From an optimization exercise on the open Yosys and OpenROAD flow, aimed at small area; shortcuts taken in it are not production practice. The RTL was checked by simulation tests, not by an equivalence proof against the original design. Power and IR drop assume default switching activity.

==> flow/design.v, too long to show whole: its modules and the start of the top module <==
// module slink_crc_8_16bit_compute: 42 lines
// module slink_ecc_syndrome: 134 lines
// module slink_ll_rx_pkt_filt: 77 lines
// module slink_ll_tx: 1599 lines
// module slink_ll_rx: 1404 lines
// module slink_ll: 87 lines
module slink_ll (
  input  wire         clk,
  input  wire         reset,
  input  wire         enable,
  input  wire [7:0]   swi_short_packet_max,
  input  wire [1:0]   delimeter,
  input  wire [2:0]   tx_active_lanes,
  input  wire [2:0]   rx_active_lanes,
  input  wire         swi_allow_ecc_corrected,
  input  wire         swi_ecc_corrected_causes_reset,
  input  wire         swi_ecc_corrupted_causes_reset,
  input  wire         swi_crc_corrupted_causes_reset,
  input  wire         tx_sop,
  input  wire [7:0]   tx_data_id,
  input  wire [15:0]  tx_word_count,
  input  wire [31:0]  tx_app_data,
  output wire         tx_advance,
  input  wire         tx_sds_sent,
  input  wire         tx_ll_valid,
  output wire [31:0]  tx_link_data,
  output wire         tx_link_idle,
  input  wire         rx_sds_received,
  input  wire         rx_ll_valid,
  input  wire [31:0]  rx_link_data,
  input  wire         external_link_reset_condition,
  output wire         rx_sop,
  output wire [7:0]   rx_data_id,
  output wire [15:0]  rx_word_count,
  output wire [31:0]  rx_app_data,
  output wire         rx_valid,
  output wire         rx_ecc_corrected,
  output wire         rx_ecc_corrupted,
  output wire         rx_crc_corrupted,
  output wire         link_reset_condition
);
  // ...
==> flow/run.sh <==
#!/bin/bash
# synth_recipe.tcl (not shown) runs the flow's synth.tcl, then flattens the netlist and writes it again
# the make line also repeats each setting of config.mk as NAME=value (left out here)
make -C /OpenROAD-flow-scripts/flow DESIGN_CONFIG=/design/flow/config.mk WORK_HOME=/design/flow/orfs CLKGATE_MAP_FILE= SYNTH_SCRIPT=/design/flow/synth_recipe.tcl finish
==> flow/config.mk <==
export PLATFORM = sky130hd
export DESIGN_NAME = slink_ll
export DESIGN_NICKNAME = slink_ll
export VERILOG_FILES = /design/flow/design.v
export SDC_FILE = /design/flow/constraint.sdc
export NUM_CORES = 4
export LEC_CHECK = 0
export CAP_MARGIN = 20
export CORE_MARGIN = 2
export CORE_UTILIZATION = 40
export SLEW_MARGIN = 20
==> flow/constraint.sdc <==
create_clock -name core_clock -period 12.0 [get_ports {clk}]
set_input_delay 2.4000 -clock core_clock [delete_from_list [all_inputs] [get_ports {clk}]]
set_output_delay 2.4000 -clock core_clock [all_outputs]
set_load 0.01 [all_outputs]
==> out/summary.txt, run 1 <==
largest net degree at the start of global routing -> 104
Pwr Total -> 4.58 mW
status -> finished clean
root buf cell -> clkbuf_16
Pint -> 2.65 mW
Seq cells -> 291
Sink Count -> 291
number of post-CTS setup repair buffers -> 0
clock network share of area -> 3.95%
top cell category -> multi-input combinational cells
Crit Path Category -> input pin to output port
Leakage -> 14.7 nW
mux contribution to synthesized area -> 5.33%
startpoint types -> input pin
Final min period -> 10.93 ns
met2 Use GR -> 52.9%
Min-Delay Endpoint -> u_slink_ll_tx.data_id_reg[6]
synth warn -> 4
complex-gate fraction of the synthesized area -> 27.6%
Post-Synth Adder-Cell Area -> 5.33%
total gr overflow -> 0
setup slack, reg-to-reg -> 4.32 ns
Reg area -> 7440 sq um
Synth Area in Simple Gates -> 20.4%
GR Util met3 -> 6.78%
Final Cycle Share -> 91.1%
Synth Area in XOR/XNOR -> 13.3%
WL final -> 149000 um
cell area after layout -> 37900 sq um
max cap viols -> 0
DR WL met2 -> 65500 um
post-synthesis cell count -> 4366
Worst EP required -> 9.60 ns
most common cell after layout, fill and taps aside -> nand2_1
FFs w/ async S/R, synth -> 100%
==> module slink_crc_8_16bit_compute, before the edit <==
module slink_crc_8_16bit_compute(
  input  wire           clk,
  input  wire           reset,
  input  wire [7:0]     data_in,
  input  wire           valid,
  input  wire           init,
  input  wire [15:0]    crc_prev,
  output wire [15:0]    crc_next,
  output reg  [15:0]    crc
);
wire  [15:0] crc_in16;
wire  [15:0] crc_in8;
reg   [15:0] crc_in8_xfix;
always @(posedge clk or posedge reset) begin
  if(reset) begin
    crc       <= 16'hffff;
  end else begin
    crc       <= init   ? 16'hffff : 
                 valid  ? crc_in8_xfix  : crc;
  end
end
assign crc_next = valid ? crc_in8_xfix  : 16'hffff;
assign crc_in8[15] = data_in[7] ^ data_in[3] ^ crc_prev[3] ^ crc_prev[7];
assign crc_in8[14] = data_in[6] ^ data_in[2] ^ crc_prev[2] ^ crc_prev[6];
assign crc_in8[13] = data_in[5] ^ data_in[1] ^ crc_prev[1] ^ crc_prev[5];
assign crc_in8[12] = data_in[4] ^ data_in[0] ^ crc_prev[0] ^ crc_prev[4];
assign crc_in8[11] = data_in[3] ^ crc_prev[3];
assign crc_in8[10] = data_in[7] ^ data_in[3] ^ crc_prev[3] ^ crc_prev[7] ^ data_in[2] ^ crc_prev[2];
assign crc_in8[ 9] = data_in[6] ^ data_in[2] ^ crc_prev[2] ^ crc_prev[6] ^ data_in[1] ^ crc_prev[1];
assign crc_in8[ 8] = data_in[5] ^ data_in[1] ^ crc_prev[1] ^ crc_prev[5] ^ data_in[0] ^ crc_prev[0];
assign crc_in8[ 7] = data_in[4] ^ data_in[0] ^ crc_prev[0] ^ crc_prev[4] ^ crc_prev[15];
assign crc_in8[ 6] = data_in[3] ^ crc_prev[3] ^ crc_prev[14];
assign crc_in8[ 5] = data_in[2] ^ crc_prev[2] ^ crc_prev[13];
assign crc_in8[ 4] = data_in[1] ^ crc_prev[1] ^ crc_prev[12];
assign crc_in8[ 3] = data_in[7] ^ data_in[3] ^ crc_prev[3] ^ crc_prev[7] ^ data_in[0] ^ crc_prev[0] ^ crc_prev[11];
assign crc_in8[ 2] = data_in[6] ^ data_in[2] ^ crc_prev[2] ^ crc_prev[6] ^ crc_prev[10];
assign crc_in8[ 1] = data_in[5] ^ data_in[1] ^ crc_prev[1] ^ crc_prev[5] ^ crc_prev[9];
assign crc_in8[ 0] = data_in[4] ^ data_in[0] ^ crc_prev[0] ^ crc_prev[4] ^ crc_prev[8];
always @(*) begin
  crc_in8_xfix  = crc_in8;
end
endmodule
==> module slink_ecc_syndrome, before the edit <==
module slink_ecc_syndrome(
  input  wire [23:0]      ph_in,             
  input  wire [7:0]       rx_ecc,            
  output wire [7:0]       calc_ecc,          
  output reg  [23:0]      corrected_ph,      
  output reg              corrected,         
  output reg              corrupt            
);
wire [7:0]      ecc;     
wire [7:0]      syndrome;
assign ecc[0]   = ph_in[0] ^ 
                  ph_in[1] ^ 
                  ph_in[2] ^ 
                  ph_in[4] ^ 
                  ph_in[5] ^ 
                  ph_in[7] ^ 
                  ph_in[10] ^ 
                  ph_in[11] ^ 
                  ph_in[13] ^ 
                  ph_in[16] ^ 
                  ph_in[20] ^ 
                  ph_in[21] ^ 
                  ph_in[22] ^ 
                  ph_in[23];
assign ecc[1]   = ph_in[0] ^ 
                  ph_in[1] ^ 
                  ph_in[3] ^ 
                  ph_in[4] ^ 
                  ph_in[6] ^ 
                  ph_in[8] ^ 
                  ph_in[10] ^ 
                  ph_in[12] ^ 
                  ph_in[14] ^ 
                  ph_in[17] ^ 
                  ph_in[20] ^ 
                  ph_in[21] ^ 
                  ph_in[22] ^ 
                  ph_in[23];
assign ecc[2]   = ph_in[0] ^ 
                  ph_in[2] ^ 
                  ph_in[3] ^ 
                  ph_in[5] ^ 
                  ph_in[6] ^ 
                  ph_in[9] ^ 
                  ph_in[11] ^ 
                  ph_in[12] ^ 
                  ph_in[15] ^ 
                  ph_in[18] ^ 
                  ph_in[20] ^ 
                  ph_in[21] ^ 
                  ph_in[22];
assign ecc[3]   = ph_in[1] ^ 
                  ph_in[2] ^ 
                  ph_in[3] ^ 
                  ph_in[7] ^ 
                  ph_in[8] ^ 
                  ph_in[9] ^ 
                  ph_in[13] ^ 
                  ph_in[14] ^ 
                  ph_in[15] ^ 
                  ph_in[19] ^ 
                  ph_in[20] ^ 
                  ph_in[21] ^ 
                  ph_in[23];
assign ecc[4]   = ph_in[4] ^ 
                  ph_in[5] ^ 
                  ph_in[6] ^ 
                  ph_in[7] ^ 
                  ph_in[8] ^ 
                  ph_in[9] ^ 
                  ph_in[16] ^ 
                  ph_in[17] ^ 
                  ph_in[18] ^ 
                  ph_in[19] ^ 
                  ph_in[20] ^ 
                  ph_in[22] ^ 
                  ph_in[23];
assign ecc[5]   = ph_in[10] ^ 
                  ph_in[11] ^ 
                  ph_in[12] ^ 
                  ph_in[13] ^ 
                  ph_in[14] ^ 
                  ph_in[15] ^ 
                  ph_in[16] ^ 
                  ph_in[17] ^ 
                  ph_in[18] ^ 
                  ph_in[19] ^ 
                  ph_in[21] ^ 
                  ph_in[22] ^ 
                  ph_in[23];
assign ecc[7:6] = 2'b00;
assign syndrome = ecc ^ rx_ecc;
assign calc_ecc = ecc;
always @(*) begin
  corrected = 1'b0; 
  corrupt   = 1'b0;
  case(syndrome[5:0])
    'h00 : corrected_ph = ph_in; 
    6'h07 : begin corrected_ph = {ph_in[23:1],  ~ph_in[0]              }; corrected = 1'b1; end
    6'h0B : begin corrected_ph = {ph_in[23:2],  ~ph_in[1],  ph_in[0]   }; corrected = 1'b1; end
    6'h0D : begin corrected_ph = {ph_in[23:3],  ~ph_in[2],  ph_in[1:0] }; corrected = 1'b1; end
    6'h0E : begin corrected_ph = {ph_in[23:4],  ~ph_in[3],  ph_in[2:0] }; corrected = 1'b1; end
    6'h13 : begin corrected_ph = {ph_in[23:5],  ~ph_in[4],  ph_in[3:0] }; corrected = 1'b1; end
    6'h15 : begin corrected_ph = {ph_in[23:6],  ~ph_in[5],  ph_in[4:0] }; corrected = 1'b1; end
    6'h16 : begin corrected_ph = {ph_in[23:7],  ~ph_in[6],  ph_in[5:0] }; corrected = 1'b1; end
    6'h19 : begin corrected_ph = {ph_in[23:8],  ~ph_in[7],  ph_in[6:0] }; corrected = 1'b1; end
    6'h1A : begin corrected_ph = {ph_in[23:9],  ~ph_in[8],  ph_in[7:0] }; corrected = 1'b1; end
    6'h1C : begin corrected_ph = {ph_in[23:10], ~ph_in[9],  ph_in[8:0] }; corrected = 1'b1; end
    6'h23 : begin corrected_ph = {ph_in[23:11], ~ph_in[10], ph_in[9:0] }; corrected = 1'b1; end
    6'h25 : begin corrected_ph = {ph_in[23:12], ~ph_in[11], ph_in[10:0]}; corrected = 1'b1; end
    6'h26 : begin corrected_ph = {ph_in[23:13], ~ph_in[12], ph_in[11:0]}; corrected = 1'b1; end
    6'h29 : begin corrected_ph = {ph_in[23:14], ~ph_in[13], ph_in[12:0]}; corrected = 1'b1; end
    6'h2A : begin corrected_ph = {ph_in[23:15], ~ph_in[14], ph_in[13:0]}; corrected = 1'b1; end
    6'h2C : begin corrected_ph = {ph_in[23:16], ~ph_in[15], ph_in[14:0]}; corrected = 1'b1; end
    6'h31 : begin corrected_ph = {ph_in[23:17], ~ph_in[16], ph_in[15:0]}; corrected = 1'b1; end
    6'h32 : begin corrected_ph = {ph_in[23:18], ~ph_in[17], ph_in[16:0]}; corrected = 1'b1; end
    6'h34 : begin corrected_ph = {ph_in[23:19], ~ph_in[18], ph_in[17:0]}; corrected = 1'b1; end
    6'h38 : begin corrected_ph = {ph_in[23:20], ~ph_in[19], ph_in[18:0]}; corrected = 1'b1; end
    6'h1F : begin corrected_ph = {ph_in[23:21], ~ph_in[20], ph_in[19:0]}; corrected = 1'b1; end
    6'h2F : begin corrected_ph = {ph_in[23:22], ~ph_in[21], ph_in[20:0]}; corrected = 1'b1; end
    6'h37 : begin corrected_ph = {ph_in[23],    ~ph_in[22], ph_in[21:0]}; corrected = 1'b1; end
    6'h3B : begin corrected_ph = {              ~ph_in[23], ph_in[22:0]}; corrected = 1'b1; end
    6'h01 : begin corrected_ph = ph_in; corrected = 1'b1; end
    6'h02 : begin corrected_ph = ph_in; corrected = 1'b1; end
    6'h04 : begin corrected_ph = ph_in; corrected = 1'b1; end
    6'h08 : begin corrected_ph = ph_in; corrected = 1'b1; end
    6'h10 : begin corrected_ph = ph_in; corrected = 1'b1; end
    6'h20 : begin corrected_ph = ph_in; corrected = 1'b1; end
    default : begin
      begin corrected_ph = ph_in; corrupt = 1'b1; end
    end
  endcase
end
endmodule
==> module slink_ll_rx_pkt_filt, before the edit <==
module slink_ll_rx_pkt_filt (
  input  wire             clk,
  input  wire             reset,
  input  wire             sop,
  input  wire [7:0]       data_id,
  input  wire [15:0]      word_count,
  input  wire             valid,
  output wire             sop_app,
  output wire             valid_app
);
localparam    TS1_BYTE0 = 8'h1e,
              TS1_BYTEX = 8'h55,  
              TS2_BYTE0 = 8'h2d,  
              TS2_BYTEX = 8'haa,  
              SDS_BYTE0 = 8'he1,  
              SDS_BYTEX = 8'hab;  
localparam    SNYC_B0   = 8'h00;
localparam    SNYC_B1   = 8'hff;
localparam    SH_DATA   = 2'b10;
localparam    SH_CTRL   = 2'b01;
localparam    P1_REQ_B0   = 8'hd1, 
              P2_REQ_B0   = 8'hd2,
              P3_REQ_B0   = 8'hd3,
              P_START_B0  = 8'hd8,
              PX_FILLER   = 8'h76;
localparam    ATTR_RD_B0  = 8'ha0,
              ATTR_WR_B0  = 8'ha1,
              ATTR_RSP_B0 = 8'ha3,
              ATTR_FILLER = 8'h17;
localparam    NOP_DATAID = 8'h01,
              NOP_WC0    = 8'hfe,
              NOP_WC1    = 8'hfd;
localparam    IDL_SYM    = 8'h00;
localparam    ONE_LANE       = 'd0,
              TWO_LANE       = 'd1,
              FOUR_LANE      = 'd2,
              EIGHT_LANE     = 'd3,
              SIXTEEN_LANE   = 'd4;
localparam    ATTR_ADDR       = 8'h02,
              ATTR_DATA       = 8'h03,
              ATTR_REQ        = 8'h04,
              ATTR_RSP        = 8'h05;
localparam    PX_REQ          = 8'h06,     
              PX_START        = 8'h08;     
localparam    ATTR_MAX_TXS    = 16'h0,
              ATTR_MAX_RXS    = 16'h1,
              ATTR_ACTIVE_TXS = 16'h2,
              ATTR_ACTIVE_RXS = 16'h3,
              ATTR_HARD_RESET_US  = 16'h8,
              ATTR_P1_TS1_TX  = 16'h20,
              ATTR_P1_TS1_RX  = 16'h21,
              ATTR_P1_TS2_TX  = 16'h22,
              ATTR_P1_TS2_RX  = 16'h23,
              ATTR_P2_TS1_TX  = 16'h24,
              ATTR_P2_TS1_RX  = 16'h25,
              ATTR_P2_TS2_TX  = 16'h26,
              ATTR_P2_TS2_RX  = 16'h27,
              ATTR_P3R_TS1_TX  = 16'h28,
              ATTR_P3R_TS1_RX  = 16'h29,
              ATTR_P3R_TS2_TX  = 16'h2a,
              ATTR_P3R_TS2_RX  = 16'h2b;
localparam    BIST_PAYLOAD_1010       = 4'h0,
              BIST_PAYLOAD_1100       = 4'h1,
              BIST_PAYLOAD_1111_0000  = 4'h2,
              BIST_PAYLOAD_COUNT      = 4'h8,
              BIST_PAYLOAD_PRBS9      = 4'h9,
              BIST_PAYLOAD_PRBS11     = 4'ha,
              BIST_PAYLOAD_PRBS18     = 4'hb;
wire  pkt_is_internal;
wire  attr_addr_pkt;
wire  attr_data_pkt;
wire  attr_req_pkt;
assign pkt_is_internal  = (data_id == NOP_DATAID)  ||
                          (data_id == IDL_SYM);
assign sop_app          = ~pkt_is_internal && sop;
assign valid_app        = ~pkt_is_internal && valid;
endmodule
==> module slink_ll, before the edit <==
module slink_ll (
  input  wire         clk,
  input  wire         reset,
  input  wire         enable,
  input  wire [7:0]   swi_short_packet_max,
  input  wire [1:0]   delimeter,
  input  wire [2:0]   tx_active_lanes,
  input  wire [2:0]   rx_active_lanes,
  input  wire         swi_allow_ecc_corrected,
  input  wire         swi_ecc_corrected_causes_reset,
  input  wire         swi_ecc_corrupted_causes_reset,
  input  wire         swi_crc_corrupted_causes_reset,
  input  wire         tx_sop,
  input  wire [7:0]   tx_data_id,
  input  wire [15:0]  tx_word_count,
  input  wire [31:0]  tx_app_data,
  output wire         tx_advance,
  input  wire         tx_sds_sent,
  input  wire         tx_ll_valid,
  output wire [31:0]  tx_link_data,
  output wire         tx_link_idle,
  input  wire         rx_sds_received,
  input  wire         rx_ll_valid,
  input  wire [31:0]  rx_link_data,
  input  wire         external_link_reset_condition,
  output wire         rx_sop,
  output wire [7:0]   rx_data_id,
  output wire [15:0]  rx_word_count,
  output wire [31:0]  rx_app_data,
  output wire         rx_valid,
  output wire         rx_ecc_corrected,
  output wire         rx_ecc_corrupted,
  output wire         rx_crc_corrupted,
  output wire         link_reset_condition
);
slink_ll_tx #(
  .DATA_WIDTH         ( 8   ),
  .NUM_LANES          ( 4   ),
  .APP_DATA_WIDTH     ( 32  )
) u_slink_ll_tx (
  .clk                      ( clk                   ),
  .reset                    ( reset                 ),
  .enable                   ( enable                ),
  .swi_short_packet_max     ( swi_short_packet_max  ),
  .sop                      ( tx_sop                ),
  .data_id                  ( tx_data_id            ),
  .word_count               ( tx_word_count         ),
  .app_data                 ( tx_app_data           ),
  .valid                    ( 1'b0                  ),
  .advance                  ( tx_advance            ),
  .delimeter                ( delimeter             ),
  .active_lanes             ( tx_active_lanes       ),
  .sds_sent                 ( tx_sds_sent           ),
  .link_data                ( tx_link_data          ),
  .ll_tx_valid              ( tx_ll_valid           ),
  .link_idle                ( tx_link_idle          ),
  .ll_tx_state              (                       ));
slink_ll_rx #(
  .APP_DATA_WIDTH     ( 32  ),
  .NUM_LANES          ( 4   ),
  .DATA_WIDTH         ( 8   )
) u_slink_ll_rx (
  .clk                                ( clk                             ),
  .reset                              ( reset                           ),
  .enable                             ( enable                          ),
  .swi_short_packet_max               ( swi_short_packet_max            ),
  .sop                                ( rx_sop                          ),
  .data_id                            ( rx_data_id                      ),
  .word_count                         ( rx_word_count                   ),
  .app_data                           ( rx_app_data                     ),
  .valid                              ( rx_valid                        ),
  .active_lanes                       ( rx_active_lanes                 ),
  .delimeter                          ( delimeter                       ),
  .swi_allow_ecc_corrected            ( swi_allow_ecc_corrected         ),
  .swi_ecc_corrected_causes_reset     ( swi_ecc_corrected_causes_reset  ),
  .swi_ecc_corrupted_causes_reset     ( swi_ecc_corrupted_causes_reset  ),
  .swi_crc_corrupted_causes_reset     ( swi_crc_corrupted_causes_reset  ),
  .sds_received                       ( rx_sds_received                 ),
  .ecc_corrected                      ( rx_ecc_corrected                ),
  .ecc_corrupted                      ( rx_ecc_corrupted                ),
  .crc_corrupted                      ( rx_crc_corrupted                ),
  .external_link_reset_condition      ( external_link_reset_condition   ),
  .link_reset_condition               ( link_reset_condition            ),
  .link_data                          ( rx_link_data                    ),
  .ll_rx_valid                        ( rx_ll_valid                     ),
  .ll_rx_state                        (                                 ));
endmodule
==> run 2, diff against run 1 <==
==> flow/design.v (replaced) <==
localparam    TS1_BYTE0 = 8'h1e,
              TS1_BYTEX = 8'h55,  
              TS2_BYTE0 = 8'h2d,  
              TS2_BYTEX = 8'haa,  
              SDS_BYTE0 = 8'he1,  
              SDS_BYTEX = 8'hab;  
localparam    SNYC_B0   = 8'h00;
localparam    SNYC_B1   = 8'hff;
localparam    SH_DATA   = 2'b10;
localparam    SH_CTRL   = 2'b01;
localparam    P1_REQ_B0   = 8'hd1, 
              P2_REQ_B0   = 8'hd2,
              P3_REQ_B0   = 8'hd3,
              P_START_B0  = 8'hd8,
              PX_FILLER   = 8'h76;
localparam    ATTR_RD_B0  = 8'ha0,
              ATTR_WR_B0  = 8'ha1,
              ATTR_RSP_B0 = 8'ha3,
              ATTR_FILLER = 8'h17;
localparam    NOP_DATAID = 8'h01,
              NOP_WC0    = 8'hfe,
              NOP_WC1    = 8'hfd;
localparam    IDL_SYM    = 8'h00;
localparam    ONE_LANE       = 'd0,
              TWO_LANE       = 'd1,
              FOUR_LANE      = 'd2,
              EIGHT_LANE     = 'd3,
              SIXTEEN_LANE   = 'd4;
localparam    ATTR_ADDR       = 8'h02,
              ATTR_DATA       = 8'h03,
              ATTR_REQ        = 8'h04,
              ATTR_RSP        = 8'h05;
localparam    PX_REQ          = 8'h06,     
              PX_START        = 8'h08;     
localparam    ATTR_MAX_TXS    = 16'h0,
              ATTR_MAX_RXS    = 16'h1,
              ATTR_ACTIVE_TXS = 16'h2,
              ATTR_ACTIVE_RXS = 16'h3,
              ATTR_HARD_RESET_US  = 16'h8,
              ATTR_P1_TS1_TX  = 16'h20,
              ATTR_P1_TS1_RX  = 16'h21,
              ATTR_P1_TS2_TX  = 16'h22,
              ATTR_P1_TS2_RX  = 16'h23,
              ATTR_P2_TS1_TX  = 16'h24,
              ATTR_P2_TS1_RX  = 16'h25,
              ATTR_P2_TS2_TX  = 16'h26,
              ATTR_P2_TS2_RX  = 16'h27,
              ATTR_P3R_TS1_TX  = 16'h28,
              ATTR_P3R_TS1_RX  = 16'h29,
              ATTR_P3R_TS2_TX  = 16'h2a,
              ATTR_P3R_TS2_RX  = 16'h2b;
localparam    BIST_PAYLOAD_1010       = 4'h0,
              BIST_PAYLOAD_1100       = 4'h1,
              BIST_PAYLOAD_1111_0000  = 4'h2,
              BIST_PAYLOAD_COUNT      = 4'h8,
              BIST_PAYLOAD_PRBS9      = 4'h9,
              BIST_PAYLOAD_PRBS11     = 4'ha,
              BIST_PAYLOAD_PRBS18     = 4'hb;
module slink_crc_8_16bit_compute(
  input  wire [7:0]     data_in,
  input  wire [15:0]    crc_prev,
  output wire [15:0]    crc_next
);
wire [7:0] x = data_in ^ crc_prev[7:0];
assign crc_next[15] = x[7] ^ x[3];
assign crc_next[14] = x[6] ^ x[2];
assign crc_next[13] = x[5] ^ x[1];
assign crc_next[12] = x[4] ^ x[0];
assign crc_next[11] = x[3];
assign crc_next[10] = x[7] ^ x[3] ^ x[2];
assign crc_next[ 9] = x[6] ^ x[2] ^ x[1];
assign crc_next[ 8] = x[5] ^ x[1] ^ x[0];
assign crc_next[ 7] = x[4] ^ x[0] ^ crc_prev[15];
assign crc_next[ 6] = x[3] ^ crc_prev[14];
assign crc_next[ 5] = x[2] ^ crc_prev[13];
assign crc_next[ 4] = x[1] ^ crc_prev[12];
assign crc_next[ 3] = x[7] ^ x[3] ^ x[0] ^ crc_prev[11];
assign crc_next[ 2] = x[6] ^ x[2] ^ crc_prev[10];
assign crc_next[ 1] = x[5] ^ x[1] ^ crc_prev[9];
assign crc_next[ 0] = x[4] ^ x[0] ^ crc_prev[8];
endmodule
module slink_ecc_calc(
  input  wire [23:0]      ph_in,
  output wire [5:0]       ecc
);
assign ecc[0] = ph_in[0] ^ ph_in[1] ^ ph_in[2] ^ ph_in[4] ^ ph_in[5] ^ ph_in[7] ^ ph_in[10] ^
                ph_in[11] ^ ph_in[13] ^ ph_in[16] ^ ph_in[20] ^ ph_in[21] ^ ph_in[22] ^ ph_in[23];
assign ecc[1] = ph_in[0] ^ ph_in[1] ^ ph_in[3] ^ ph_in[4] ^ ph_in[6] ^ ph_in[8] ^ ph_in[10] ^
                ph_in[12] ^ ph_in[14] ^ ph_in[17] ^ ph_in[20] ^ ph_in[21] ^ ph_in[22] ^ ph_in[23];
assign ecc[2] = ph_in[0] ^ ph_in[2] ^ ph_in[3] ^ ph_in[5] ^ ph_in[6] ^ ph_in[9] ^ ph_in[11] ^
                ph_in[12] ^ ph_in[15] ^ ph_in[18] ^ ph_in[20] ^ ph_in[21] ^ ph_in[22];
assign ecc[3] = ph_in[1] ^ ph_in[2] ^ ph_in[3] ^ ph_in[7] ^ ph_in[8] ^ ph_in[9] ^ ph_in[13] ^
                ph_in[14] ^ ph_in[15] ^ ph_in[19] ^ ph_in[20] ^ ph_in[21] ^ ph_in[23];
assign ecc[4] = ph_in[4] ^ ph_in[5] ^ ph_in[6] ^ ph_in[7] ^ ph_in[8] ^ ph_in[9] ^ ph_in[16] ^
                ph_in[17] ^ ph_in[18] ^ ph_in[19] ^ ph_in[20] ^ ph_in[22] ^ ph_in[23];
assign ecc[5] = ph_in[10] ^ ph_in[11] ^ ph_in[12] ^ ph_in[13] ^ ph_in[14] ^ ph_in[15] ^ ph_in[16] ^
                ph_in[17] ^ ph_in[18] ^ ph_in[19] ^ ph_in[21] ^ ph_in[22] ^ ph_in[23];
endmodule
module slink_ecc_syndrome(
  input  wire [23:0]      ph_in,             
  input  wire [5:0]       rx_ecc,            
  output reg  [23:0]      corrected_ph,      
  output reg              corrected,         
  output wire             corrupt            
);
wire [5:0] ecc;
wire [5:0] syndrome;
slink_ecc_calc u_calc (.ph_in(ph_in), .ecc(ecc));
assign syndrome = ecc ^ rx_ecc;
reg [23:0] flip;
always @(*) begin
  flip = 24'd0;
  case(syndrome)
    6'h07 : flip[0]  = 1'b1;
    6'h0B : flip[1]  = 1'b1;
    6'h0D : flip[2]  = 1'b1;
    6'h0E : flip[3]  = 1'b1;
    6'h13 : flip[4]  = 1'b1;
    6'h15 : flip[5]  = 1'b1;
    6'h16 : flip[6]  = 1'b1;
    6'h19 : flip[7]  = 1'b1;
    6'h1A : flip[8]  = 1'b1;
    6'h1C : flip[9]  = 1'b1;
    6'h23 : flip[10] = 1'b1;
    6'h25 : flip[11] = 1'b1;
    6'h26 : flip[12] = 1'b1;
    6'h29 : flip[13] = 1'b1;
    6'h2A : flip[14] = 1'b1;
    6'h2C : flip[15] = 1'b1;
    6'h31 : flip[16] = 1'b1;
    6'h32 : flip[17] = 1'b1;
    6'h34 : flip[18] = 1'b1;
    6'h38 : flip[19] = 1'b1;
    6'h1F : flip[20] = 1'b1;
    6'h2F : flip[21] = 1'b1;
    6'h37 : flip[22] = 1'b1;
    6'h3B : flip[23] = 1'b1;
    default : ;
  endcase
  corrected_ph = ph_in ^ flip;
  corrected    = (|flip) || (syndrome == 6'h01) || (syndrome == 6'h02) || (syndrome == 6'h04) ||
                 (syndrome == 6'h08) || (syndrome == 6'h10) || (syndrome == 6'h20);
end
assign corrupt = (|syndrome) && ~corrected;
endmodule
module slink_ll_rx_pkt_filt (
  input  wire             sop,
  input  wire [7:0]       data_id,
  input  wire             valid,
  output wire             sop_app,
  output wire             valid_app
);
wire  pkt_is_internal = (data_id[7:1] == 7'd0);   
assign sop_app          = ~pkt_is_internal && sop;
assign valid_app        = ~pkt_is_internal && valid;
endmodule
module slink_ll_tx (
  input  wire         clk,
  input  wire         reset,
  input  wire         enable,
  input  wire [7:0]   swi_short_packet_max,
  input  wire         sop,
  input  wire [7:0]   data_id,
  input  wire [15:0]  word_count,
  input  wire [31:0]  app_data,
  output reg          advance,
  input  wire [1:0]   delimeter,
  input  wire [2:0]   active_lanes,
  input  wire         sds_sent,
  input  wire         ll_tx_valid,
  output wire [31:0]  link_data,
  output reg          link_idle
);
localparam    TS1_BYTE0 = 8'h1e,
              TS1_BYTEX = 8'h55,  
              TS2_BYTE0 = 8'h2d,  
              TS2_BYTEX = 8'haa,  
              SDS_BYTE0 = 8'he1,  
              SDS_BYTEX = 8'hab;  
localparam    SNYC_B0   = 8'h00;
localparam    SNYC_B1   = 8'hff;
localparam    SH_DATA   = 2'b10;
localparam    SH_CTRL   = 2'b01;
localparam    P1_REQ_B0   = 8'hd1, 
              P2_REQ_B0   = 8'hd2,
              P3_REQ_B0   = 8'hd3,
              P_START_B0  = 8'hd8,
              PX_FILLER   = 8'h76;
localparam    ATTR_RD_B0  = 8'ha0,
              ATTR_WR_B0  = 8'ha1,
              ATTR_RSP_B0 = 8'ha3,
              ATTR_FILLER = 8'h17;
localparam    NOP_DATAID = 8'h01,
              NOP_WC0    = 8'hfe,
              NOP_WC1    = 8'hfd;
localparam    IDL_SYM    = 8'h00;
localparam    ONE_LANE       = 'd0,
              TWO_LANE       = 'd1,
              FOUR_LANE      = 'd2,
              EIGHT_LANE     = 'd3,
              SIXTEEN_LANE   = 'd4;
localparam    ATTR_ADDR       = 8'h02,
              ATTR_DATA       = 8'h03,
              ATTR_REQ        = 8'h04,
              ATTR_RSP        = 8'h05;
localparam    PX_REQ          = 8'h06,     
              PX_START        = 8'h08;     
localparam    ATTR_MAX_TXS    = 16'h0,
              ATTR_MAX_RXS    = 16'h1,
              ATTR_ACTIVE_TXS = 16'h2,
              ATTR_ACTIVE_RXS = 16'h3,
              ATTR_HARD_RESET_US  = 16'h8,
              ATTR_P1_TS1_TX  = 16'h20,
              ATTR_P1_TS1_RX  = 16'h21,
              ATTR_P1_TS2_TX  = 16'h22,
              ATTR_P1_TS2_RX  = 16'h23,
              ATTR_P2_TS1_TX  = 16'h24,
              ATTR_P2_TS1_RX  = 16'h25,
              ATTR_P2_TS2_TX  = 16'h26,
              ATTR_P2_TS2_RX  = 16'h27,
              ATTR_P3R_TS1_TX  = 16'h28,
              ATTR_P3R_TS1_RX  = 16'h29,
              ATTR_P3R_TS2_TX  = 16'h2a,
              ATTR_P3R_TS2_RX  = 16'h2b;
localparam    BIST_PAYLOAD_1010       = 4'h0,
              BIST_PAYLOAD_1100       = 4'h1,
              BIST_PAYLOAD_1111_0000  = 4'h2,
              BIST_PAYLOAD_COUNT      = 4'h8,
              BIST_PAYLOAD_PRBS9      = 4'h9,
              BIST_PAYLOAD_PRBS11     = 4'ha,
              BIST_PAYLOAD_PRBS18     = 4'hb;
localparam      WAIT_SDS      = 4'd0,
                IDLE          = 4'd1,
                HEADER_WC0    = 4'd3,
                HEADER_WC1    = 4'd4,
                HEADER_ECC    = 4'd5,
                LONG_DATA     = 4'd6,
                CRC0          = 4'd7,
                CRC1          = 4'd8,
                IDL_SYM_ST    = 4'd9;
localparam [23:0] NOP_PH = {NOP_WC1, NOP_WC0, NOP_DATAID};
reg   [3:0]   state, nstate;
reg   [31:0]  link_data_reg, link_data_reg_in;
reg   [15:0]  byte_count, byte_count_in;
reg   [15:0]  word_count_reg;
reg   [5:0]   ecc_reg;
reg           is_short_pkt_reg;
reg   [1:0]   delim_count;
wire  [1:0]   delim_count_in;
reg   [15:0]  crc, crc_in;
reg           hdr_load;
wire lane1 = ~active_lanes[1] & ~active_lanes[0];
wire lane2 = active_lanes[0];
wire lane4 = active_lanes[1];
wire [5:0]  nop_ecc;
wire [5:0]  hdr_ecc;
slink_ecc_calc u_nop_ecc (.ph_in(NOP_PH),                  .ecc(nop_ecc));
slink_ecc_calc u_hdr_ecc (.ph_in({word_count, data_id}),   .ecc(hdr_ecc));
wire        is_short_pkt  = data_id <= swi_short_packet_max;
wire        delim_adv     = delim_count == delimeter;
wire        delim_start   = delim_count == 2'd0;
wire [3:0]  nstate_idle_check = delim_adv ? IDLE : IDL_SYM_ST;
assign delim_count_in = enable ? ll_tx_valid ? ((nstate == WAIT_SDS) || delim_adv ? 2'd0 : delim_count + 2'd1) : delim_count : 2'd0;
wire [31:0] nop_first = lane4 ? {2'b00, nop_ecc, NOP_WC1, NOP_WC0, NOP_DATAID} :
                        lane2 ? {16'd0, NOP_WC0, NOP_DATAID} : {24'd0, NOP_DATAID};
wire [7:0]  byte1 = app_data[byte_count[1:0]*8 +: 8];
wire [15:0] half2 = byte_count[1] ? app_data[31:16] : app_data[15:0];
wire [31:0] crc_data = lane4 ? app_data : lane2 ? {16'd0, half2} : {24'd0, byte1};
wire [15:0] crc_n0, crc_n1, crc_n2, crc_n3;
slink_crc_8_16bit_compute u_crc0 (.data_in(crc_data[ 7: 0]), .crc_prev(crc),    .crc_next(crc_n0));
slink_crc_8_16bit_compute u_crc1 (.data_in(crc_data[15: 8]), .crc_prev(crc_n0), .crc_next(crc_n1));
slink_crc_8_16bit_compute u_crc2 (.data_in(crc_data[23:16]), .crc_prev(crc_n1), .crc_next(crc_n2));
slink_crc_8_16bit_compute u_crc3 (.data_in(crc_data[31:24]), .crc_prev(crc_n2), .crc_next(crc_n3));
wire [15:0] byte_count_step = byte_count + (lane4 ? 16'd4 : lane2 ? 16'd2 : 16'd1);
wire        last_data       = byte_count_step >= word_count_reg;
always @(posedge clk or posedge reset) begin
  if(reset) begin
    state               <= WAIT_SDS;
    link_data_reg       <= 32'd0;
    byte_count          <= 16'd0;
    word_count_reg      <= 16'd0;
    ecc_reg             <= 6'd0;
    delim_count         <= 2'd0;
    is_short_pkt_reg    <= 1'b0;
    crc                 <= 16'hffff;
  end else begin
    state               <= nstate;
    link_data_reg       <= link_data_reg_in;
    byte_count          <= byte_count_in;
    delim_count         <= delim_count_in;
    crc                 <= crc_in;
    if(hdr_load) begin
      word_count_reg    <= word_count;
      ecc_reg           <= hdr_ecc;
      is_short_pkt_reg  <= is_short_pkt;
    end
  end
end
always @(*) begin
  nstate            = state;
  link_data_reg_in  = link_data_reg;
  byte_count_in     = byte_count;
  advance           = 1'b0;
  link_idle         = 1'b0;
  hdr_load          = 1'b0;
  crc_in            = crc;
  case(state)
    WAIT_SDS : begin
      link_data_reg_in  = 32'd0;
      if(sds_sent) begin
        nstate            = IDLE;
        link_data_reg_in  = nop_first;
        byte_count_in     = lane4 ? 16'd0 : 16'd1;
      end
    end
    IDLE : begin
      crc_in = 16'hffff;
      if(ll_tx_valid) begin
        if(|byte_count[1:0]) begin
          if(lane2) begin
            link_data_reg_in  = {16'd0, 2'b00, nop_ecc, NOP_WC1};
            byte_count_in     = 16'd0;
          end else if(lane1) begin
            link_data_reg_in  = {24'd0, (byte_count[1:0] == 2'd1) ? NOP_WC0 :
                                        (byte_count[1:0] == 2'd2) ? NOP_WC1 : {2'b00, nop_ecc}};
            byte_count_in     = {14'd0, byte_count[1:0] + 2'd1};
          end
        end else if(sop && delim_start) begin
          hdr_load = 1'b1;
          if(lane4) begin
            link_data_reg_in  = {2'b00, hdr_ecc, word_count, data_id};
            advance           = is_short_pkt;
            nstate            = is_short_pkt ? IDLE : LONG_DATA;
          end else if(lane2) begin
            link_data_reg_in  = {16'd0, word_count[7:0], data_id};
            byte_count_in     = 16'd1;
            nstate            = HEADER_WC1;
          end else begin
            link_data_reg_in  = {24'd0, data_id};
            nstate            = HEADER_WC0;
          end
        end else begin
          link_idle         = 1'b1;
          link_data_reg_in  = nop_first;
          byte_count_in     = lane4 ? 16'd0 : 16'd1;
        end
      end
    end
    HEADER_WC0 : begin
      if(ll_tx_valid) begin
        link_data_reg_in  = {24'd0, word_count[7:0]};
        nstate            = HEADER_WC1;
      end
    end
    HEADER_WC1 : begin
      if(ll_tx_valid) begin
        advance           = is_short_pkt_reg;
        if(lane2) begin
          link_data_reg_in  = {16'd0, 2'b00, ecc_reg, word_count[15:8]};
          nstate            = is_short_pkt_reg ? IDLE : LONG_DATA;
          byte_count_in     = 16'd0;
        end else begin
          link_data_reg_in  = {24'd0, word_count[15:8]};
          nstate            = HEADER_ECC;
        end
      end
    end
    HEADER_ECC : begin
      if(ll_tx_valid) begin
        link_data_reg_in  = {24'd0, 2'b00, ecc_reg};
        nstate            = is_short_pkt_reg ? IDLE : (~(|word_count_reg) ? CRC0 : LONG_DATA);
        byte_count_in     = 16'd0;
      end
    end
    LONG_DATA : begin
      if(ll_tx_valid) begin
        byte_count_in     = byte_count_step;
        if(lane4) begin
          link_data_reg_in  = app_data;
          advance           = 1'b1;
          crc_in            = crc_n3;
          if(last_data) begin
            case(word_count_reg[1:0])
              2'b00 : begin
                byte_count_in     = 16'd0;
                nstate            = CRC0;
              end
              2'b01 : begin
                link_data_reg_in  = {IDL_SYM, crc_n0, app_data[7:0]};
                byte_count_in     = 16'd0;
                nstate            = nstate_idle_check;
              end
              2'b10 : begin
                link_data_reg_in  = {crc_n1, app_data[15:0]};
                byte_count_in     = 16'd0;
                nstate            = nstate_idle_check;
              end
              2'b11 : begin
                link_data_reg_in  = {crc_n2[7:0], app_data[23:0]};
                crc_in            = crc_n2;
                nstate            = CRC1;
              end
            endcase
          end
        end else if(lane2) begin
          link_data_reg_in  = {16'd0, half2};
          advance           = byte_count[1];
          crc_in            = crc_n1;
          if(last_data) begin
            advance           = 1'b1;
            nstate            = CRC0;
            if(word_count_reg[0]) begin
              link_data_reg_in  = {16'd0, crc_n0[7:0], half2[7:0]};
              crc_in            = crc_n0;
              nstate            = CRC1;
            end
          end
        end else begin
          link_data_reg_in  = {24'd0, byte1};
          advance           = &byte_count[1:0];
          crc_in            = crc_n0;
          if(last_data) begin
            advance           = 1'b1;
            nstate            = CRC0;
          end
        end
      end
    end
    CRC0 : begin
      byte_count_in     = 16'd0;
      if(ll_tx_valid) begin
        if(lane1) begin
          link_data_reg_in  = {24'd0, crc[7:0]};
          nstate            = CRC1;
        end else begin
          link_data_reg_in  = {16'd0, crc};
          nstate            = nstate_idle_check;
        end
      end
    end
    CRC1 : begin
      if(ll_tx_valid) begin
        link_data_reg_in  = {24'd0, crc[15:8]};
        nstate            = nstate_idle_check;
        byte_count_in     = 16'd0;
      end
    end
    IDL_SYM_ST : begin
      if(ll_tx_valid) begin
        nstate            = nstate_idle_check;
        link_data_reg_in  = 32'd0;
      end
    end
    default : begin
      nstate            = WAIT_SDS;
    end
  endcase
  if(~enable) begin
    nstate            = WAIT_SDS;
  end
end
assign link_data = link_data_reg;
endmodule
module slink_ll_rx (
  input  wire         clk,
  input  wire         reset,
  input  wire         enable,
  input  wire [7:0]   swi_short_packet_max,
  output reg          sop,
  output wire [7:0]   data_id,
  output wire [15:0]  word_count,
  output wire [31:0]  app_data,
  output reg          valid,
  input  wire [2:0]   active_lanes,
  input  wire [1:0]   delimeter,
  input  wire         swi_allow_ecc_corrected,
  input  wire         swi_ecc_corrected_causes_reset,
  input  wire         swi_ecc_corrupted_causes_reset,
  input  wire         swi_crc_corrupted_causes_reset,
  input  wire         sds_received,
  output wire         ecc_corrected,
  output wire         ecc_corrupted,
  output reg          crc_corrupted,
  input  wire         external_link_reset_condition,
  output reg          link_reset_condition,
  input  wire [31:0]  link_data,
  input  wire         ll_rx_valid
);
localparam    WAIT_SDS      = 4'd0,
              IDLE          = 4'd1,
              HEADER_WC0    = 4'd3,
              HEADER_WC1    = 4'd4,
              HEADER_ECC    = 4'd5,
              LONG_DATA     = 4'd6,
              CRC0          = 4'd7,
              CRC1          = 4'd8;
reg   [3:0]   state, nstate;
reg   [31:0]  app_data_reg, app_data_reg_in;
reg   [15:0]  byte_count, byte_count_in;
reg   [7:0]   data_id_reg, data_id_reg_in;
reg   [15:0]  word_count_reg, word_count_reg_in;
reg           sop_in, valid_in;
reg           sop_sent, sop_sent_in;
reg           crc_corr_prev, crc_corr_prev_in;
reg           crc_corrupted_in;
reg   [15:0]  crc, crc_in;
reg   [1:0]   delim_count;
wire  [1:0]   delim_count_in;
wire lane1 = ~active_lanes[1] & ~active_lanes[0];
wire lane2 = active_lanes[0];
wire lane4 = active_lanes[1];
wire reset_cond = link_reset_condition || external_link_reset_condition || ~enable;
assign delim_count_in = enable ? ll_rx_valid ? ((state == WAIT_SDS) || (delim_count == delimeter) ? 2'd0 : delim_count + 2'd1) : delim_count : 2'd0;
wire   delim_adv      = delim_count == 2'd0;
wire [23:0] ph_check = lane4 ? link_data[23:0] :
                       lane2 ? {link_data[7:0], word_count_reg[7:0], data_id_reg} :
                               {word_count_reg, data_id_reg};
wire [5:0]  rx_ecc   = lane4 ? link_data[29:24] : lane2 ? link_data[13:8] : link_data[5:0];
wire [23:0] corrected_ph;
wire        corrected;
wire        corrupt;
slink_ecc_syndrome u_slink_ecc_syndrome (
  .ph_in           ( ph_check         ),
  .rx_ecc          ( rx_ecc           ),
  .corrected_ph    ( corrected_ph     ),
  .corrected       ( corrected        ),
  .corrupt         ( corrupt          ));
wire ecc_check = ll_rx_valid && (lane4 ? (state == IDLE) && delim_adv :
                                 lane2 ? (state == HEADER_WC1) && ~reset_cond :
                                         (state == HEADER_ECC) && ~reset_cond);
assign ecc_corrected = corrected && ecc_check;
assign ecc_corrupted = corrupt   && ecc_check;
wire block_app_for_ecc_error    = ecc_corrupted || (ecc_corrected && ~swi_allow_ecc_corrected);
wire short_pkt_check_corrected  = corrected_ph[7:0] <= swi_short_packet_max;
wire short_pkt_corrected_cond   = short_pkt_check_corrected && ~block_app_for_ecc_error;
wire link_reset_condition_in    = (swi_ecc_corrected_causes_reset && ecc_corrected) ||
                                  (swi_ecc_corrupted_causes_reset && ecc_corrupted) ||
                                  (swi_crc_corrupted_causes_reset && crc_corrupted);
wire [15:0] crc_n0, crc_n1, crc_n2, crc_n3;
slink_crc_8_16bit_compute u_crc0 (.data_in(link_data[ 7: 0]), .crc_prev(crc),    .crc_next(crc_n0));
slink_crc_8_16bit_compute u_crc1 (.data_in(link_data[15: 8]), .crc_prev(crc_n0), .crc_next(crc_n1));
slink_crc_8_16bit_compute u_crc2 (.data_in(link_data[23:16]), .crc_prev(crc_n1), .crc_next(crc_n2));
slink_crc_8_16bit_compute u_crc3 (.data_in(link_data[31:24]), .crc_prev(crc_n2), .crc_next(crc_n3));
wire [15:0] byte_count_step = byte_count + (lane4 ? 16'd4 : lane2 ? 16'd2 : 16'd1);
wire        last_data       = byte_count_step >= word_count_reg;
wire sop_app;
wire valid_app;
always @(posedge clk or posedge reset) begin
  if(reset) begin
    state               <= WAIT_SDS;
    app_data_reg        <= 32'd0;
    data_id_reg         <= 8'd0;
    word_count_reg      <= 16'd0;
    sop                 <= 1'b0;
    valid               <= 1'b0;
    byte_count          <= 16'd0;
    sop_sent            <= 1'b0;
    crc_corr_prev       <= 1'b0;
    crc_corrupted       <= 1'b0;
    link_reset_condition<= 1'b0;
    delim_count         <= 2'd0;
    crc                 <= 16'hffff;
  end else begin
    state               <= nstate;
    app_data_reg        <= app_data_reg_in;
    data_id_reg         <= data_id_reg_in;
    word_count_reg      <= word_count_reg_in;
    sop                 <= sop_app;
    valid               <= valid_app;
    byte_count          <= byte_count_in;
    sop_sent            <= sop_sent_in;
    crc_corr_prev       <= crc_corr_prev_in;
    crc_corrupted       <= crc_corrupted_in;
    link_reset_condition<= link_reset_condition_in;
    delim_count         <= delim_count_in;
    crc                 <= crc_in;
  end
end
always @(*) begin
  nstate                = state;
  app_data_reg_in       = app_data_reg;
  data_id_reg_in        = data_id_reg;
  word_count_reg_in     = word_count_reg;
  sop_in                = 1'b0;
  valid_in              = 1'b0;
  byte_count_in         = byte_count;
  sop_sent_in           = sop_sent;
  crc_in                = crc;
  crc_corrupted_in      = 1'b0;
  crc_corr_prev_in      = crc_corr_prev;
  case(state)
    WAIT_SDS : begin
      if(sds_received) begin
        nstate          = IDLE;
      end
    end
    IDLE : begin
      crc_corr_prev_in  = 1'b0;
      sop_sent_in       = 1'b0;
      byte_count_in     = 16'd0;
      app_data_reg_in   = 32'd0;
      crc_in            = 16'hffff;
      if(delim_adv && ll_rx_valid) begin
        if(lane4) begin
          data_id_reg_in    = corrected_ph[ 7:0];
          word_count_reg_in = corrected_ph[23:8];
          sop_in            = short_pkt_corrected_cond;
          valid_in          = short_pkt_corrected_cond;
          nstate            = short_pkt_check_corrected ? IDLE : LONG_DATA;
        end else if(lane2) begin
          data_id_reg_in    = link_data[7:0];
          word_count_reg_in = {8'd0, link_data[15:8]};
          nstate            = HEADER_WC1;
        end else begin
          data_id_reg_in    = link_data[7:0];
          nstate            = HEADER_WC0;
        end
      end
    end
    HEADER_WC0 : begin
      if(ll_rx_valid) begin
        word_count_reg_in = {8'd0, link_data[7:0]};
        nstate            = HEADER_WC1;
      end
    end
    HEADER_WC1 : begin
      if(ll_rx_valid) begin
        if(lane2) begin
          data_id_reg_in    = corrected_ph[7:0];
          word_count_reg_in = corrected_ph[23:8];
          nstate            = short_pkt_check_corrected ? IDLE : LONG_DATA;
          sop_in            = short_pkt_corrected_cond;
          valid_in          = short_pkt_corrected_cond;
          byte_count_in     = 16'd0;
        end else begin
          word_count_reg_in = {link_data[7:0], word_count_reg[7:0]};
          nstate            = HEADER_ECC;
        end
      end
    end
    HEADER_ECC : begin
      if(ll_rx_valid) begin
        data_id_reg_in    = corrected_ph[7:0];
        word_count_reg_in = corrected_ph[23:8];
        nstate            = short_pkt_check_corrected ? IDLE : LONG_DATA;
        sop_in            = short_pkt_corrected_cond;
        valid_in          = short_pkt_corrected_cond;
        byte_count_in     = 16'd0;
      end
    end
    LONG_DATA : begin
      if(ll_rx_valid) begin
        byte_count_in       = byte_count_step;
        if(lane4) begin
          app_data_reg_in   = link_data;
          valid_in          = 1'b1;
          crc_in            = crc_n3;
          if(last_data) begin
            byte_count_in   = 16'd0;
            case(word_count_reg[1:0])
              2'b00 : begin
                nstate            = CRC0;
                valid_in          = 1'b0;
              end
              2'b01 : begin
                crc_corrupted_in  = crc_n0 != link_data[23:8];
                nstate            = IDLE;
                app_data_reg_in   = {24'd0, link_data[7:0]};
              end
              2'b10 : begin
                crc_corrupted_in  = crc_n1 != link_data[31:16];
                nstate            = IDLE;
                app_data_reg_in   = {16'd0, link_data[15:0]};
              end
              2'b11 : begin
                crc_corr_prev_in  = crc_n2[7:0] != link_data[31:24];
                valid_in          = 1'b0;
                nstate            = CRC1;
                crc_in            = crc_n2;
                app_data_reg_in   = {8'd0, link_data[23:0]};
              end
            endcase
          end
        end else if(lane2) begin
          if(byte_count[1]) app_data_reg_in[31:16] = link_data[15:0];
          else              app_data_reg_in[15: 0] = link_data[15:0];
          valid_in          = byte_count[1];
          crc_in            = crc_n1;
          if(last_data) begin
            valid_in        = 1'b0;
            byte_count_in   = 16'd0;
            if(word_count_reg[0]) begin
              nstate            = CRC1;
              crc_in            = crc_n0;
              crc_corrupted_in  = link_data[15:8] != crc_n0[7:0];
            end else begin
              nstate            = CRC0;
            end
          end
        end else begin
          app_data_reg_in[byte_count[1:0]*8 +: 8] = link_data[7:0];
          valid_in          = &byte_count[1:0];
          crc_in            = crc_n0;
          if(last_data) begin
            nstate          = CRC0;
            valid_in        = 1'b0;
          end
        end
        sop_in          = valid_in && ~sop_sent;
        sop_sent_in     = valid_in || sop_sent;
      end
    end
    CRC0 : begin
      if(ll_rx_valid) begin
        if(lane1) begin
          nstate            = CRC1;
          crc_corr_prev_in  = crc[7:0] != link_data[7:0];
        end else begin
          nstate            = IDLE;
          crc_corrupted_in  = crc != link_data[15:0];
          valid_in          = 1'b1;
        end
        sop_in          = valid_in && ~sop_sent;
        sop_sent_in     = valid_in || sop_sent;
      end
    end
    CRC1 : begin
      if(ll_rx_valid) begin
        nstate            = IDLE;
        crc_corrupted_in  = (crc[15:8] != link_data[7:0]) || crc_corr_prev;
        valid_in          = 1'b1;
        sop_in            = ~sop_sent;
        sop_sent_in       = 1'b1;
      end
    end
    default : begin
      nstate    = WAIT_SDS;
    end
  endcase
  if(reset_cond) begin
    nstate      = WAIT_SDS;
  end
end
slink_ll_rx_pkt_filt u_slink_ll_rx_pkt_filt (
  .sop                  ( sop_in          ),
  .data_id              ( data_id_reg_in  ),
  .valid                ( valid_in        ),
  .sop_app              ( sop_app         ),
  .valid_app            ( valid_app       ));
assign data_id        = data_id_reg;
assign word_count     = word_count_reg;
assign app_data       = app_data_reg;
endmodule
module slink_ll (
  input  wire         clk,
  input  wire         reset,
  input  wire         enable,
  input  wire [7:0]   swi_short_packet_max,
  input  wire [1:0]   delimeter,
  input  wire [2:0]   tx_active_lanes,
  input  wire [2:0]   rx_active_lanes,
  input  wire         swi_allow_ecc_corrected,
  input  wire         swi_ecc_corrected_causes_reset,
  input  wire         swi_ecc_corrupted_causes_reset,
  input  wire         swi_crc_corrupted_causes_reset,
  input  wire         tx_sop,
  input  wire [7:0]   tx_data_id,
  input  wire [15:0]  tx_word_count,
  input  wire [31:0]  tx_app_data,
  output wire         tx_advance,
  input  wire         tx_sds_sent,
  input  wire         tx_ll_valid,
  output wire [31:0]  tx_link_data,
  output wire         tx_link_idle,
  input  wire         rx_sds_received,
  input  wire         rx_ll_valid,
  input  wire [31:0]  rx_link_data,
  input  wire         external_link_reset_condition,
  output wire         rx_sop,
  output wire [7:0]   rx_data_id,
  output wire [15:0]  rx_word_count,
  output wire [31:0]  rx_app_data,
  output wire         rx_valid,
  output wire         rx_ecc_corrected,
  output wire         rx_ecc_corrupted,
  output wire         rx_crc_corrupted,
  output wire         link_reset_condition
);
slink_ll_tx u_slink_ll_tx (
  .clk                      ( clk                   ),
  .reset                    ( reset                 ),
  .enable                   ( enable                ),
  .swi_short_packet_max     ( swi_short_packet_max  ),
  .sop                      ( tx_sop                ),
  .data_id                  ( tx_data_id            ),
  .word_count               ( tx_word_count         ),
  .app_data                 ( tx_app_data           ),
  .advance                  ( tx_advance            ),
  .delimeter                ( delimeter             ),
  .active_lanes             ( tx_active_lanes       ),
  .sds_sent                 ( tx_sds_sent           ),
  .link_data                ( tx_link_data          ),
  .ll_tx_valid              ( tx_ll_valid           ),
  .link_idle                ( tx_link_idle          ));
slink_ll_rx u_slink_ll_rx (
  .clk                                ( clk                             ),
  .reset                              ( reset                           ),
  .enable                             ( enable                          ),
  .swi_short_packet_max               ( swi_short_packet_max            ),
  .sop                                ( rx_sop                          ),
  .data_id                            ( rx_data_id                      ),
  .word_count                         ( rx_word_count                   ),
  .app_data                           ( rx_app_data                     ),
  .valid                              ( rx_valid                        ),
  .active_lanes                       ( rx_active_lanes                 ),
  .delimeter                          ( delimeter                       ),
  .swi_allow_ecc_corrected            ( swi_allow_ecc_corrected         ),
  .swi_ecc_corrected_causes_reset     ( swi_ecc_corrected_causes_reset  ),
  .swi_ecc_corrupted_causes_reset     ( swi_ecc_corrupted_causes_reset  ),
  .swi_crc_corrupted_causes_reset     ( swi_crc_corrupted_causes_reset  ),
  .sds_received                       ( rx_sds_received                 ),
  .ecc_corrected                      ( rx_ecc_corrected                ),
  .ecc_corrupted                      ( rx_ecc_corrupted                ),
  .crc_corrupted                      ( rx_crc_corrupted                ),
  .external_link_reset_condition      ( external_link_reset_condition   ),
  .link_reset_condition               ( link_reset_condition            ),
  .link_data                          ( rx_link_data                    ),
  .ll_rx_valid                        ( rx_ll_valid                     ));
endmodule
==> run 2 against run 1 <==
  * Via count shrank 46%
  * Global-route usage decreased by 2.9 points
  * Synthesized area fell by 41%
  * Critical path type unchanged
  * First-iteration DRC count is 49% lower
  * Still clean on timing, DRC and antenna
  * Setup slack better by 0.58 ns
  * Power rose by 33%
  * Routed wire length down 47%
  * Critical endpoint is now tx_advance
  * Synthesized cell count fell by 47%
  * Critical path depth rose by 6
  * Die area shrank 40%
  * Clock power down 55%
==> out/summary.txt, run 2 <==
post-synthesis cell count -> 2327 (-47%)
Setup violations, final -> 0
Reg clk slew, reported paths -> 0.08 ns
ANT nets after route -> 0
Area contributors post-synth -> dfrtp_1 20%, xnor2_1 11%, xor2_1 6.5%
Metal-1 WL -> 32900 um
DR WL met2 -> 34500 um (-47%)
Die X-Extent -> 226 um
fmax -> 96.6 MHz
post_cts resized -> 0
R2R Path Start -> u_slink_ll_tx.byte_count[1]
vias in the first global route -> 18600
vias -> 19200
initial detailed-routing violation count -> 2282
share of cells above drive strength 1 -> 7.66%
hpwl dp -> 58800 um
Final min period -> 10.35 ns (-0.583 ns)
startpoint types -> input pin
EDFF count, synth -> 0
max cap viols -> 0 (unchanged)
most common cell after layout, fill and taps aside -> xnor2_1
final hold viol count -> 0
synth warn -> 3 (-1)
pwr dens -> 263 nW/um^2
most common cell in the netlist -> xnor2_1
cts bufs inserted -> 17
met3 WL -> 7590 um
Crit Path Category -> input pin to output port
Die Ht -> 226 um
total gr overflow -> 0 (unchanged)
Rel. slew slack -> 20.8%
ANT cells -> 0
syn_area_per_cell -> 8.47 sq um
Seq/Total Area, Yosys -> 24.7%
Worst EP required -> 9.60 ns (about the same)
most frequent cells in the layout -> 239 x xnor2_1, 215 x nand2_1, 208 x clkdlybuf4s50_1, 161 x dfrtp_1, 155 x nor2_1
Distinct cells, synth -> 80
initial antenna violation count -> 1
Die ar. -> 51100 sq um
root buf cell -> clkbuf_16
fillers -> 4821
post-synth net total -> 2520
VDD IR max -> 0.290 mV
Clock Skew -> 0.0125 ns
FF+latch count, synth -> 193
# IOs -> 213
CTS Hold Buffers Added -> 0
first-pass GRT wire length -> 117000 um
GP Congestion -> 1.02
Port Buf Inserts -> 210
hold_sp -> u_slink_ll_tx.link_data_reg[4]
Post-synth top cells -> 239 x xnor2_1, 215 x nand2_1, 161 x dfrtp_1
crit-path max FO -> 21
fin worst setup slack -> 1.65 ns
setup TNS -> 0 ns
Critical path origin -> tx_active_lanes[0]
post-synth top area share -> 20.4%
Sink Count -> 193 (-34%)
# DRC -> 0
WP data arrival -> 7.95 ns
Clock Latency Late Sink -> 0.52 ns
Post-synth top flop -> dfrtp_1
largest net degree at the start of global routing -> 130 (+25%)
drt wl/cell -> 25.0 um
RSZ-0062 raised after global routing -> false
Tightest Hold Check Type -> register to register
Starting Density -> 40.4%
Leakage -> 9.77 nW (-34%)
final number of max-transition violations -> 0
WL final -> 78300 um (-47%)
vias per cell -> 6.15
number of post-CTS setup repair buffers -> 0 (unchanged)
FFs w/ async S/R, synth -> 100% (unchanged)
Place WS -> 1.79 ns
DR pass1 iterations -> 7
H-tree depth -> 4
Setup crit end kind -> output port
Final Cycle Share -> 86.3% (-4.9 points)
CTS Buffer Depth -> 2
status -> finished clean
CTS tree -> yes
top layer in use -> met5
total track usage -> 30.6%
Layout Nets -> 2646
Least-Margin Pin Slew -> 1.18 ns
P&R area growth vs syn -> 17.1%
post-synthesis cell area -> 19700 sq um
Core Area -> 48700 sq um
area leader, netlist -> dfrtp_1
Std-Cell Rows -> 81
[run 2: power by group]
group	total, mW	switching [mW]	internal (mW)
Sequential	0.954	0.189	0.765
Clock	0.627	0.327	0.299
Combinational	4.50	2.60	1.90
Total	6.08	3.12	2.96
[run 2: logic make-up after synthesis]
kind of cell	after synthesis	share of synthesized area, %
XOR/XNOR	434	22.3
AND/OR/NAND/NOR	661	16.0
AO/OA/AOI/OAI	613	21.1
adder cells (fa/ha/maj)	76	4.90
multiplexers	126	6.67
buffers and inverters	224	4.35
flip-flops	193	24.7
[run 2: layout make-up]
class                      instances  area [sq um]  area share, %
clock buffer                      17           425           1.84
inverter                          82           315           1.37
tap                              664           831           3.60
timing repair buffer             249          2410           10.4
sequential                       193          4870           21.1
clock inverter                    15           188          0.813
multi-input combinational       1910         14000           60.8
[run 2: final timing paths]
check / slack (ns) / cells after the start / end
worst max-delay path: 1.65 / 22 / tx_advance
worst min-delay path: 0.49 / 2 / u_slink_ll_tx.link_data_reg[4]
worst max register to register: 6.14 / 12 / u_slink_ll_tx.crc[13]
worst min register to register: 0.49 / 2 / u_slink_ll_tx.link_data_reg[4]
max in group asynchronous: 8.06 / 4 / u_slink_ll_tx.link_data_reg[26]
min in group asynchronous: 2.25 / 2 / u_slink_ll_tx.byte_count[5]
[run 2: worst max-delay path: stages]
cell             delay, ns
clkdlybuf4s50_1       0.74
nand2_1               0.62
inv_1                 0.20
ha_1                  0.32
a21o_1                0.11
a21oi_1               0.10
nor2_1                0.23
nand2_1               0.12
nor2_1                0.24
nand4_1               0.15
xnor2_1               0.27
ha_1                  0.30
a21o_1                0.16
a21o_1                0.18
a21oi_1               0.14
o21ai_0               0.17
a21oi_1               0.15
buf_4                 0.31
o2111ai_1             0.17
o2111ai_1             0.12
a21boi_0              0.19
clkdlybuf4s50_1       0.53
[run 2: metal layers]
layer  global-route usage [%]  up-vias
met4                     14.2        2
met5                        0        -
li1                         -     8607
met3                     6.95      211
met1                     41.2     9353
met2                     46.6     1076
[run 2: per-stage QoR]
step	total power [mW]	instance area (sq um)	utilization [%]	instances	hold WS, ns
after floorplan	4.15	19700	-	2327	0.450
after global placement	5.32	22400	46.0	3097	0.471
after detailed placement	5.35	22400	46.0	3097	0.479
after CTS	6.01	23000	47.3	3129	0.497
after global routing	6.46	23100	47.3	3130	0.517
final	6.08	23100	47.3	3130	0.493

separate check: timing with driven ports:
Ports are ideal in the flow. The routed layouts listed here were re-timed in OpenROAD.
Step 1: set_driving_cell puts a clkbuf_16 on clk and a buf_2 on each other input, an assumption about the parent block.
Step 2, shift: input delay + t, output delay - t, t = (earliest + latest rising clock arrival at the registers) / 2. This alone moves slack from input paths to output paths.
Slacks: no drivers / after step 1 / after step 2; pairs: no drivers / after step 1.
run | t (ns) | slack for setup (ns) | worst setup path after step 2 | latest minus earliest clock arrival (ns) | slew at the worst register clock pin (ns)
run 1 | 0.645 | 1.066 / 0.969 / 0.969 | input to output | 0.063 / 0.063 | 0.07 / 0.07
run 2 | 0.573 | 1.650 / 1.627 / 1.627 | input to output | 0.013 / 0.013 | 0.09 / 0.09
After both steps setup and hold are still met in every run listed. For run 1, which loses most, drivers alone change the setup slack by -0.097 ns; drivers and shift together by -0.097 ns.
